From an optimization exercise on the open Yosys and OpenROAD flow, aimed at small area, a short achievable clock period and few clock cycles per item; shortcuts taken in it are not production practice. In this exercise RTL edits were held to simulation tests only and were not proved equivalent to the original. No activity file was given, so power comes from the tool's default toggle rates.

## job 5700
==> flow/design.v (excerpt) <==
module spiral #(
  parameter DATA_WIDTH = 8,
  parameter R_WIDTH  = 3,
  parameter C_WIDTH  = 3
)
(
  input  logic                  clk,
  input  logic                  rstn,
  input  logic [R_WIDTH-1:0]    row,  
  input  logic [C_WIDTH-1:0]    col,  
  input  logic [DATA_WIDTH-1:0] data_in,
  input  logic                  data_in_valid,
  output logic                  data_in_rdy,
  output logic [DATA_WIDTH-1:0] data_out,
  output logic                  data_out_valid,
  input  logic                  data_out_rdy
);
export LEC_CHECK = 0
export CAP_MARGIN = 20
export CORE_MARGIN = 2
export CORE_UTILIZATION = 50
export CTS_CLUSTER_DIAMETER = 100
export CTS_CLUSTER_SIZE = 24
export PLACE_DENSITY = 0.7
export SETUP_SLACK_MARGIN = 4.55
export SLEW_MARGIN = 20
create_clock -name core_clock -period 7.0 [get_ports {clk}]
run.sh (not shown) runs the stock make flow with config.mk's settings and CLKGATE_MAP_FILE= SYNTH_SCRIPT=/design/flow/synth_recipe.tcl, a recipe that flattens the netlist after the stock synthesis.
Job 5700 has completed all stages; timing, DRC and antenna checks passed.
Testbench counts of job 5700, summed over its fixed seeds: cycles 9,408, items 8,134.
What job 3924 does differently from job 5700 at the input level:
- swapping 4.55 for 4.65 in SETUP_SLACK_MARGIN
- clearing PLACE_DENSITY, which used to be 0.7
- swapping 100 for 80 in CTS_CLUSTER_DIAMETER
- swapping 24 for 20 in CTS_CLUSTER_SIZE
Notes after the runs:
- Looking at count of buffers not belonging to the clock network in the layout, job 3924 sits about 60% above job 5700.
- Setup slack ends up higher on job 5700.
- Lower signed area change from the synthesized netlist to the final layout among job 5700 and job 3924: job 5700
- Cmp job 3924 vs job 5700: part of the power in combinational logic higher in job 3924
- Job 5700 has a higher worst hold slack than job 3924.
- For job 3924, the timing startpoint of the critical path was data_out[5], unlike job 5700, where it was data_out[6].
Input-level comparison between job 7169 and job 3924:
- swapping 4.65 for 4.5 in SETUP_SLACK_MARGIN
- swapping 80 for 90 in CTS_CLUSTER_DIAMETER
- swapping 20 for 30 in CTS_CLUSTER_SIZE
Findings:
- Job 3924 has a lower filler cell count than job 7169.
- The switching part of the total power in job 7169 was lower than what job 3924 gave.
- Job 7169 vs. job 3924: count of clock-net buffers in the final layout went down by 18.
- Any difference in worst-case hold slack between job 3924 and job 7169 is small enough to ignore.
- Measured against each other, job 3924 and job 7169 differ in data arrival time of the critical path, the lower figure coming from job 7169.
- Comparing job 3924 and job 7169, the lower setup slack of the critical path after layout was measured on job 3924.
- In the flow results for job 3924 and job 7169, the routed length on met3 is smaller on job 7169.
- Final weighted congestion in routability-driven placement shrinks slightly when moving from job 3924 to job 7169.
- From job 3924 to job 7169 the numbers moved as follows: total of cells resized after clock tree synthesis lower, count of plain and timing-repair buffers shrank by 75.
- Routed wire length: job 7169 lower than job 3924
Here is what was changed in the inputs of job 9623 compared with job 7169.
- CTS_CLUSTER_SIZE: 30 -> 25
- CTS_CLUSTER_DIAMETER: 90 -> 80
[summary]
- Measured against each other, job 9623 and job 7169 differ in total wirelength of the detailed-routed design, the higher figure coming from job 7169.
- Both conditions hold for job 9623: the flow ran to the end and the final layout passed the timing, design-rule and antenna checks.
- Job 9623 vs. job 7169: net load switching power increased 0.71%, non-clock buffer area fraction after layout shows a reduction of 0.85 points.
Setup changes, job 9623 to job 9033
- a change of CTS_CLUSTER_DIAMETER from 80 to 100
- an added PLACE_DENSITY of 0.8
- a change of CTS_CLUSTER_SIZE from 25 to 24
Taking job 9623 as the reference, in job 9033 number of multi-input logic gates ~0 delta; cell count +15; wire length -3.3%.
Relative to job 9033, the following input files were edited for job 647:
- CTS_CLUSTER_DIAMETER removed (was 100)
- CTS_CLUSTER_SIZE removed (was 24)
- PLACE_DENSITY removed (was 0.8)
- CTS_BUF_LIST newly set to sky130_fd_sc_hd__clkbuf_4 sky130_fd_sc_hd__clkbuf_8
Notes after the runs:
- Comparing combinational group share of total power for job 9033 and job 647, the smaller number came from job 647.
- Summary — met2 capacity usage during global routing, job 647 relative to job 9033: higher, by 1.3 points.
- Job 647 vs job 9033 — final area rose 3.7%.
- Job 647 vs job 9033, part of the power in the clock network went up by 7.0 points.
- For the first-iteration DRC count, job 647 came in 15% lower than job 9033 did.
- The overall power of job 647 exceeds that of job 9033 by 900 uW.
- The sequential cell area was comparable across job 9033 and job 647.
- Of job 647 and job 9033, it is job 647 that has the higher synthesis-to-layout area growth.
- Job 647 — global-route wire length before repair 5.1% higher, job 9033 as reference
- Going from job 9033 to job 647, final core utilization grows by 2.1 points.
- Relative to job 9033, job 647 degrades routed wire length.

build 96:
Starting RTL as in the previous note.
clock: 7.0 ns
lec_check: 0
cap_margin: 20
core_margin: 2
core_utilization: 50
cts_buf_list: sky130_fd_sc_hd__clkbuf_4 sky130_fd_sc_hd__clkbuf_8
setup_slack_margin: 4.8
slew_margin: 20
In summary, build 96 completed successfully, with a layout that passed the timing, design-rule and antenna checks.
Testbench counts of build 96, summed over its fixed seeds: cycles 9,408, items 8,134.
Here is what was changed in the inputs of build 35 compared with build 96.
Settings: SETUP_SLACK_MARGIN: 4.8 -> 4.3; CTS_BUF_LIST: sky130_fd_sc_hd__clkbuf_4 sky130_fd_sc_hd__clkbuf_8 -> unset.
### Flow results
- The number of multi-input combinational cells was comparable across build 35 and build 96.
- From build 96 to build 35 the numbers moved as follows: fmax has increased, aggregate routed wire length has decreased, combinational power share has decreased.
Relative to build 35, the following input files were edited for build 42:
Settings: putting PLACE_DENSITY at 0.7 where nothing was set; putting CTS_CLUSTER_SIZE at 24 where nothing was set; putting CTS_CLUSTER_DIAMETER at 100 where nothing was set; swapping 4.3 for 4.5 in SETUP_SLACK_MARGIN.
==> run summary <==
Build 42: flow completed, timing, DRC and antenna clean. Build 42 vs. build 35: routed wire length went down by 1.3%. On number of clock buffers in the layout: build 42 sits below build 35. Compared with build 35, build 42 has extra setup slack. Build 42 vs. build 35: fraction of layout cells with a size suffix above 1 increased by 2.7 points relative to the old numbers; power share of the clock group decreased by 12 points relative to the old numbers.
Setup changes, build 42 to build 86
Settings: CTS_CLUSTER_DIAMETER: 100 -> 90; CORE_UTILIZATION: 50 -> 60; PLACE_DENSITY: 0.7 -> unset; CTS_CLUSTER_SIZE: 24 -> 30.
Summary: final wirelength, build 86 worse than build 42
Reported for build 42 and build 86, post-synthesis cell area turned out identical to the last digit.
Build 86 against build 42: power now smaller, final critical-path required period now larger.
For clock slew at the register clock pins of the worst setup and hold paths, build 42 and build 86 come out practically identical.
Build 86: clock power about 5% below build 42
Between build 86 and build 42, the switching power does not differ in any meaningful way.
Looking at number of antenna repair diodes, build 86 sits 1 below build 42.
Fmax ended up about 1.8% lower on build 86 than on build 42.
Layout filler cell count (build 86 vs. build 42) decreases by more than 10%
Edits applied to the flow inputs when going from build 86 to build 18:
Settings: CTS_CLUSTER_SIZE now 20, was 30; CTS_CLUSTER_DIAMETER now 80, was 90; CORE_UTILIZATION now 50, was 60.
==> comparison <==
Cmp build 86 and build 18 / overall track demand over capacity in global routing / lower: build 18
Build 18 ended with less met1 layer usage reported by global route than build 86.
Delta (build 18 minus build 86): total power saw an increase; number of buffer and inverter stages on the critical path higher.
Build 18 ends up with higher cell count than build 86 does.

static timing again, ports no longer ideal:
Ports are ideal in the flow. The routed layouts listed here were re-timed in OpenROAD. Step 1 (the two cells are an assumption about what drives the block):
set clk [get_ports {clk}]
set_driving_cell -lib_cell sky130_fd_sc_hd__clkbuf_16 $clk
set_driving_cell -lib_cell sky130_fd_sc_hd__buf_2 [delete_from_list [all_inputs] $clk]
Step 2 also shifts input and output timing later by t, the mid clock arrival at the registers, as if the neighbouring blocks saw the same clock. a / b / c = ideal / step 1 / step 2; a / b = the first two.
| run | t, ns | setup WS [ns] | worst hold slack (ns) | slew at the worst register clock pin (ns) |
|---|---|---|---|---|
| job 5700 | 0.637 | 4.388 / 4.335 / 3.943 | 0.559 / 0.559 / 0.559 | 0.11 / 0.11 |
| job 3924 | 0.673 | 4.339 / 4.280 / 3.911 | 0.555 / 0.555 / 0.555 | 0.09 / 0.09 |
| job 7169 | 0.629 | 4.390 / 4.334 / 3.909 | 0.552 / 0.552 / 0.552 | 0.12 / 0.12 |
| job 9623 | 0.645 | 4.330 / 4.327 / 3.764 | 0.554 / 0.554 / 0.554 | 0.10 / 0.10 |
| job 9033 | 0.644 | 4.356 / 4.303 / 3.906 | 0.555 / 0.555 / 0.555 | 0.11 / 0.11 |
| job 647 | 0.694 | 4.332 / 4.282 / 3.847 | 0.551 / 0.551 / 0.551 | 0.07 / 0.07 |
| build 96 | 0.715 | 4.322 / 4.264 / 3.849 | 0.536 / 0.536 / 0.536 | 0.08 / 0.08 |
| build 35 | 0.659 | 4.339 / 4.282 / 3.785 | 0.540 / 0.540 / 0.540 | 0.06 / 0.06 |
| build 42 | 0.615 | 4.407 / 4.357 / 3.942 | 0.550 / 0.550 / 0.550 | 0.10 / 0.10 |
| build 86 | 0.619 | 4.359 / 4.305 / 3.981 | 0.547 / 0.547 / 0.547 | 0.12 / 0.12 |
| build 18 | 0.653 | 4.308 / 4.308 / 3.785 | 0.549 / 0.549 / 0.549 | 0.09 / 0.09 |
After both steps setup and hold are still met in every run listed. The setup slack of job 9623, which loses most, moves by -0.003 ns with the drivers and by -0.566 ns with both steps.
